Background: an optimization exercise with open tools, aiming at small area. Do not read the settings as production practice. Where RTL was checked, it was by simulation tests only, not by an equivalence proof against the original. Power is estimated from default activity; no workload was simulated.

## CPU
module CPU
  ( input             clk
  , input             rst
  , output     [15:0] addr
  , input      [ 7:0] data_in
  , output     [ 7:0] data_out
  , output            rd_enable
  , output            wr_enable
  , input      [7:0]  int_pending
  , output     [7:0]  int_clear
  );
  reg [7:0]  op;       
  reg [4:0]  st;       
  reg        cb;       
  reg        intr;     
  reg        halted;
  reg        ime;
  reg [7:0]  a, b, c, d, e, h, l, w, z;
  reg [15:0] sp, pc;
  reg        zf, nf, hf, cf;
  reg [4:0]  ipq;      
  wire [1:0] p  = op[5:4];
  wire [2:0] oy = op[5:3];
  wire [2:0] oz = op[2:0];
  wire       oq = op[3];
  wire       x0 = op[7:6] == 2'd0;
  wire       x1 = op[7:6] == 2'd1;
  wire       x2 = op[7:6] == 2'd2;
  wire       x3 = op[7:6] == 2'd3;
  wire       y6 = oy == 3'd6;
  wire       z6 = oz == 3'd6;
  wire cond = (op[4] ? cf : zf) == op[3];
  wire s1  = st == 5'd1;
  wire s2  = st == 5'd2;
  wire s3  = st == 5'd3;
  wire s4  = st == 5'd4;
  wire s5  = st == 5'd5;
  wire s6  = st == 5'd6;
  wire s7  = st == 5'd7;
  wire s8  = st == 5'd8;
  wire s9  = st == 5'd9;
  wire s10 = st == 5'd10;
  wire s11 = st == 5'd11;
  wire s13 = st == 5'd13;
  wire s14 = st == 5'd14;
  wire s15 = st == 5'd15;
  wire s17 = st == 5'd17;
  wire s18 = st == 5'd18;
  wire s19 = st == 5'd19;
  wire s21 = st == 5'd21;
  wire s23 = st == 5'd23;
  wire ex = !intr & !cb;
  wire cx = cb;
  wire i_nop     = ex & op == 8'h00;
  wire i_ld16    = ex & x0 & oz == 3'd1 & !oq;
  wire i_addhl   = ex & x0 & oz == 3'd1 & oq;
  wire i_ldrra   = ex & x0 & oz == 3'd2 & !oq & !op[5];
  wire i_ldia    = ex & x0 & oz == 3'd2 & !oq & op[5];
  wire i_ldarr   = ex & x0 & oz == 3'd2 & oq & !op[5];
  wire i_ldai    = ex & x0 & oz == 3'd2 & oq & op[5];
  wire i_incdec16= ex & x0 & oz == 3'd3;
  wire i_incdec8 = ex & x0 & oz[2:1] == 2'd2 & !y6;
  ...
For scale: roughly 52 I/O pins, ~9200 sq um of cells after synthesis.
Settings: LEC_CHECK=0, CAP_MARGIN=20, CORE_MARGIN=2, CORE_UTILIZATION=30, GPL_TIMING_DRIVEN=0, SLEW_MARGIN=20; clock period 10.0 ns.
standard.sh (not shown) runs the stock make flow with config.mk's settings and CLKGATE_MAP_FILE= SYNTH_SCRIPT=/design/flow/synth_recipe.tcl, a recipe that flattens the netlist after the stock synthesis.
==> flow/flow/run.sh <==
#!/bin/bash
# Own layout flow: the standard ORFS flow with two changes.
#  - Synthesis maps the logic with an area-oriented ABC script
#    (flow/abc_area.script) instead of ORFS's delay-oriented one. Registers
#    are mapped before ABC runs, so they come out as in the standard synthesis.
#  - Clock tree synthesis uses clkbuf_8 buffers and no dummy loads.
# Each tool writes its log under orfs/logs; make's own output goes to
# own_flow.log in the work folder.
set -euo pipefail
W=$(pwd)
F=$W/flow
{
  echo "proc abc {args} {"
  echo "  set i [lsearch -exact \$args -script]"
  echo "  if {\$i >= 0} { lset args [expr {\$i + 1}] $F/abc_area.script }"
  echo "  yosys abc {*}\$args"
  echo "}"
  cat "$W/synth_recipe.tcl"
} > "$W/own_synth.tcl"
sed "s|SYNTH_SCRIPT=[^ ]*|SYNTH_SCRIPT=$W/own_synth.tcl|" "$W/standard.sh" > "$W/own_standard.sh"
grep -q "SYNTH_SCRIPT=$W/own_synth.tcl" "$W/own_standard.sh"
export CTS_ARGS="-sink_clustering_enable -repair_clock_nets -dont_use_dummy_load -buf_list sky130_fd_sc_hd__clkbuf_8"
bash "$W/own_standard.sh" finish > "$W/own_flow.log" 2>&1
==> flow/flow/abc_area.script <==
&get -n
&st
&dch -f
&nf -R 1000
&st
&dch -f
&nf -R 1000
&put
topo
stime -c
Edit:
==> flow/run.sh (new file) <==
#!/bin/bash
# synth_recipe.tcl (not shown) runs the flow's synth.tcl, then flattens the netlist and writes it again
# the make line also repeats each setting of config.mk as NAME=value (left out here)
make -C /OpenROAD-flow-scripts/flow DESIGN_CONFIG=/design/flow/config.mk WORK_HOME=/design/flow/orfs CLKGATE_MAP_FILE= SYNTH_SCRIPT=/design/flow/synth_recipe.tcl finish
Settings changed: GPL_TIMING_DRIVEN 0 to default.
removed: flow/flow/run.sh
removed: flow/flow/abc_area.script
removed: flow/standard.sh
What happened:
- sequential share of layout area drops by 5.0 points
- setup slack improves by 79 ps
- register-to-register slack improves by 80 ps
Edit:
==> flow/flow/run.sh (new file) <==
#!/bin/bash
# Own layout flow: the standard ORFS flow, except that synthesis maps the
# logic with an area-oriented ABC script (flow/abc_area.script) instead of
# ORFS's delay-oriented one. Registers are mapped before ABC runs, so they
# come out exactly as in the standard synthesis.
set -euo pipefail
W=$(pwd)
F=$W/flow
# Synthesis script: synth_recipe.tcl with yosys's abc command wrapped so that
# it uses our ABC script.
{
  echo "proc abc {args} {"
  echo "  set i [lsearch -exact \$args -script]"
  echo "  if {\$i >= 0} { lset args [expr {\$i + 1}] $F/abc_area.script }"
  echo "  yosys abc {*}\$args"
  echo "}"
  cat "$W/synth_recipe.tcl"
} > "$W/own_synth.tcl"
sed "s|SYNTH_SCRIPT=[^ ]*|SYNTH_SCRIPT=$W/own_synth.tcl|" "$W/standard.sh" > "$W/own_standard.sh"
grep -q "SYNTH_SCRIPT=$W/own_synth.tcl" "$W/own_standard.sh"
bash "$W/own_standard.sh" finish > "$W/own_flow.log" 2>&1
==> flow/flow/abc_area.script (new file) <==
&get -n
&st
&dch -f
&nf -R 1000
&st
&dch -f
&nf -R 1000
&put
topo
stime -c
==> flow/standard.sh (new file) <==
#!/bin/bash
# synth_recipe.tcl (not shown) runs the flow's synth.tcl, then flattens the netlist and writes it again
# the make line also repeats each setting of config.mk as NAME=value (left out here)
make -C /OpenROAD-flow-scripts/flow DESIGN_CONFIG=/design/flow/config.mk WORK_HOME=/design/flow/orfs CLKGATE_MAP_FILE= SYNTH_SCRIPT=/design/flow/synth_recipe.tcl "${@:-finish}"
removed: flow/run.sh
Outcome: The new run completed without violations. Final area drops by 17%. Non-clock buffer count shrinks by 20. Critical path depth went up by 10. Sequential share of layout area goes up by 4.3 points. Worst setup slack improved by 17 ps. Total power came out lower by 6.1%. Die area decreases by 21%. Maximum frequency hardly moves.

* * *

== JK ==
CPU, a different RTL version from the one above (not shown whole).
Size: roughly 52 I/O pins, roughly 9000 µm² of cells after synthesis.
export LEC_CHECK = 0
export CAP_MARGIN = 20
export CORE_MARGIN = 2
export CORE_UTILIZATION = 30
export SLEW_MARGIN = 20
create_clock -name core_clock -period 10.0 [get_ports {clk}]
==> flow/flow/run.sh <==
#!/bin/bash
# Own layout flow: the standard ORFS flow with these changes.
#  - Synthesis maps the logic with an area-oriented ABC script
#    (flow/abc_area.script) instead of ORFS's delay-oriented one. Registers
#    are mapped before ABC runs, so they come out as in the standard synthesis.
#  - Clock tree synthesis uses clkbuf_8 buffers and no dummy loads.
#  - EXTRA_MAKE_ARGS (set below) passes further ORFS variables.
# Each tool writes its log under orfs/logs; make's own output goes to
# own_flow.log in the work folder.
set -euo pipefail
W=$(pwd)
F=$W/flow
{
  echo "proc abc {args} {"
  echo "  set i [lsearch -exact \$args -script]"
  echo "  if {\$i >= 0} { lset args [expr {\$i + 1}] $F/abc_area.script }"
  echo "  yosys abc {*}\$args"
  echo "}"
  cat "$W/synth_recipe.tcl"
} > "$W/own_synth.tcl"
EXTRA_MAKE_ARGS=""
sed "s|SYNTH_SCRIPT=[^ ]*|SYNTH_SCRIPT=$W/own_synth.tcl $EXTRA_MAKE_ARGS|" "$W/standard.sh" > "$W/own_standard.sh"
grep -q "SYNTH_SCRIPT=$W/own_synth.tcl" "$W/own_standard.sh"
export CTS_ARGS="-sink_clustering_enable -repair_clock_nets -dont_use_dummy_load -buf_list sky130_fd_sc_hd__clkbuf_8"

bash "$W/own_standard.sh" finish > "$W/own_flow.log" 2>&1
==> flow/flow/abc_area.script <==
&get -n
&st
&dch -f
&nf -R 1000
&st
&dch -f
&nf -R 1000
&put
topo
stime -c
JK: all stages complete, timing, DRC and antenna checks passed
#### Input delta (MS over JK)
-- flow/flow/run.sh --
<<< JK, line 25

>>> MS, line 25
export BUFFER_PORTS_ARGS="-buffer_cell sky130_fd_sc_hd__buf_1"
==> run summary <==
- Looking at the reports, MS completed the entire flow and the layout it produced met the timing, design-rule and antenna checks.
- JK reached the end of the flow, and the finished layout is clean on the timing, design-rule and antenna checks.
- Between MS and JK, it is MS whose share of power burned in combinational logic is lower, by 1.5 points.
- Measured against each other, JK and MS differ in first-pass GRT wire length, the higher figure coming from MS.
- Via count of MS falls short of that of JK slightly.
- Taking JK as the reference point, the post-route standard cell area excluding fillers of MS falls by about 2.5%.
No run of this note included a check of the RTL's function; only the layout flow was run.

* * *

CPU, a different RTL version from the one above (not shown whole).
For scale: about 130 flip-flops, roughly 9200 um2 of cells after synthesis.
## CPU
module CPU
  ( input             clk
  , input             rst
  , output     [15:0] addr
  , input      [ 7:0] data_in
  , output     [ 7:0] data_out
  , output            rd_enable
  , output            wr_enable
  , input      [7:0]  int_pending
  , output     [7:0]  int_clear
  );
export LEC_CHECK = 0
export CAP_MARGIN = 20
export CORE_MARGIN = 2
export CORE_UTILIZATION = 30
export SLEW_MARGIN = 20
create_clock -name core_clock -period 10.0 [get_ports {clk}]
==> flow/flow/run.sh <==
#!/bin/bash
# Own layout flow: the standard ORFS flow with these changes.
#  - Synthesis maps the logic with an area-oriented ABC script
#    (flow/abc_area.script) instead of ORFS's delay-oriented one. Registers
#    are mapped before ABC runs, so they come out as in the standard synthesis.
#  - Clock tree synthesis uses clkbuf_8 buffers and no dummy loads.
#  - EXTRA_MAKE_ARGS (set below) passes further ORFS variables.
# Each tool writes its log under orfs/logs; make's own output goes to
# own_flow.log in the work folder.
set -euo pipefail
W=$(pwd)
F=$W/flow
{
  echo "proc abc {args} {"
  echo "  set i [lsearch -exact \$args -script]"
  echo "  if {\$i >= 0} { lset args [expr {\$i + 1}] $F/abc_area.script }"
  echo "  yosys abc {*}\$args"
  echo "}"
  cat "$W/synth_recipe.tcl"
} > "$W/own_synth.tcl"
EXTRA_MAKE_ARGS=""
sed "s|SYNTH_SCRIPT=[^ ]*|SYNTH_SCRIPT=$W/own_synth.tcl $EXTRA_MAKE_ARGS|" "$W/standard.sh" > "$W/own_standard.sh"
grep -q "SYNTH_SCRIPT=$W/own_synth.tcl" "$W/own_standard.sh"
export CTS_ARGS="-sink_clustering_enable -repair_clock_nets -dont_use_dummy_load -buf_list sky130_fd_sc_hd__clkbuf_8"
export BUFFER_PORTS_ARGS="-buffer_cell sky130_fd_sc_hd__buf_1"
bash "$W/own_standard.sh" finish > "$W/own_flow.log" 2>&1
Scripts as last shown in full above: flow/flow/abc_area.script
The baseline went through all stages and came out clean.
Rerun with:
--- a/flow/flow/run.sh
+++ b/flow/flow/run.sh
@@ -19,8 +19,8 @@
   cat "$W/synth_recipe.tcl"
 } > "$W/own_synth.tcl"
-EXTRA_MAKE_ARGS=""
+EXTRA_MAKE_ARGS="RECOVER_POWER=100 MATCH_CELL_FOOTPRINT=0"
 sed "s|SYNTH_SCRIPT=[^ ]*|SYNTH_SCRIPT=$W/own_synth.tcl $EXTRA_MAKE_ARGS|" "$W/standard.sh" > "$W/own_standard.sh"
 grep -q "SYNTH_SCRIPT=$W/own_synth.tcl" "$W/own_standard.sh"
 export CTS_ARGS="-sink_clustering_enable -repair_clock_nets -dont_use_dummy_load -buf_list sky130_fd_sc_hd__clkbuf_8"
-export BUFFER_PORTS_ARGS="-buffer_cell sky130_fd_sc_hd__buf_1"
+
 bash "$W/own_standard.sh" finish > "$W/own_flow.log" 2>&1
Worst setup slack degrades by 0.093 ns.
Total power rises by 1.3%.
Register-to-register slack degrades by 0.09 ns.
Critical path depth rises by 3.
Maximum frequency falls by 0.98%.
Final area rises by 2.0%.
No run of this note included a check of the RTL's function; only the layout flow was run.

what the ideal ports hide:
The results above use ideal ports. As a check the final layouts listed here were re-extracted and re-timed, cells and wires unchanged.
Step 1 sets driving cells, clkbuf_16 on the clock port and buf_2 on the other inputs (assumed; they add their load-dependent delay and slew).
Step 2 times the ports against the registers' clock, not the clock port: input delays grow and output delays shrink by t, the midpoint of the rising clock arrivals with the driver on.
a / b / c = ideal ports / drivers / drivers and shift; a / b = the first two.
run	shift t [ns]	slack for setup (ns)	worst setup path after step 2	slew at the worst register clock pin (ns)	pins driven straight from the clock port
the first run of note 1	0.490	0.310 / 0.310 / 0.310	register to register	0.10 / 0.10	1
the second run of note 1	0.502	0.389 / 0.389 / 0.389	register to register	0.08 / 0.08	1
the third run of note 1	0.481	0.407 / 0.407 / 0.407	register to register	0.07 / 0.07	1
JK	0.483	0.590 / 0.590 / 0.590	register to register	0.09 / 0.09	1
MS	0.484	0.524 / 0.524 / 0.524	register to register	0.09 / 0.09	1
the first run of note 3	0.479	0.634 / 0.634 / 0.634	register to register	0.09 / 0.09	1
the second run of note 3	0.499	0.541 / 0.541 / 0.541	register to register	0.09 / 0.09	1
After both steps every run listed still meets setup and hold.
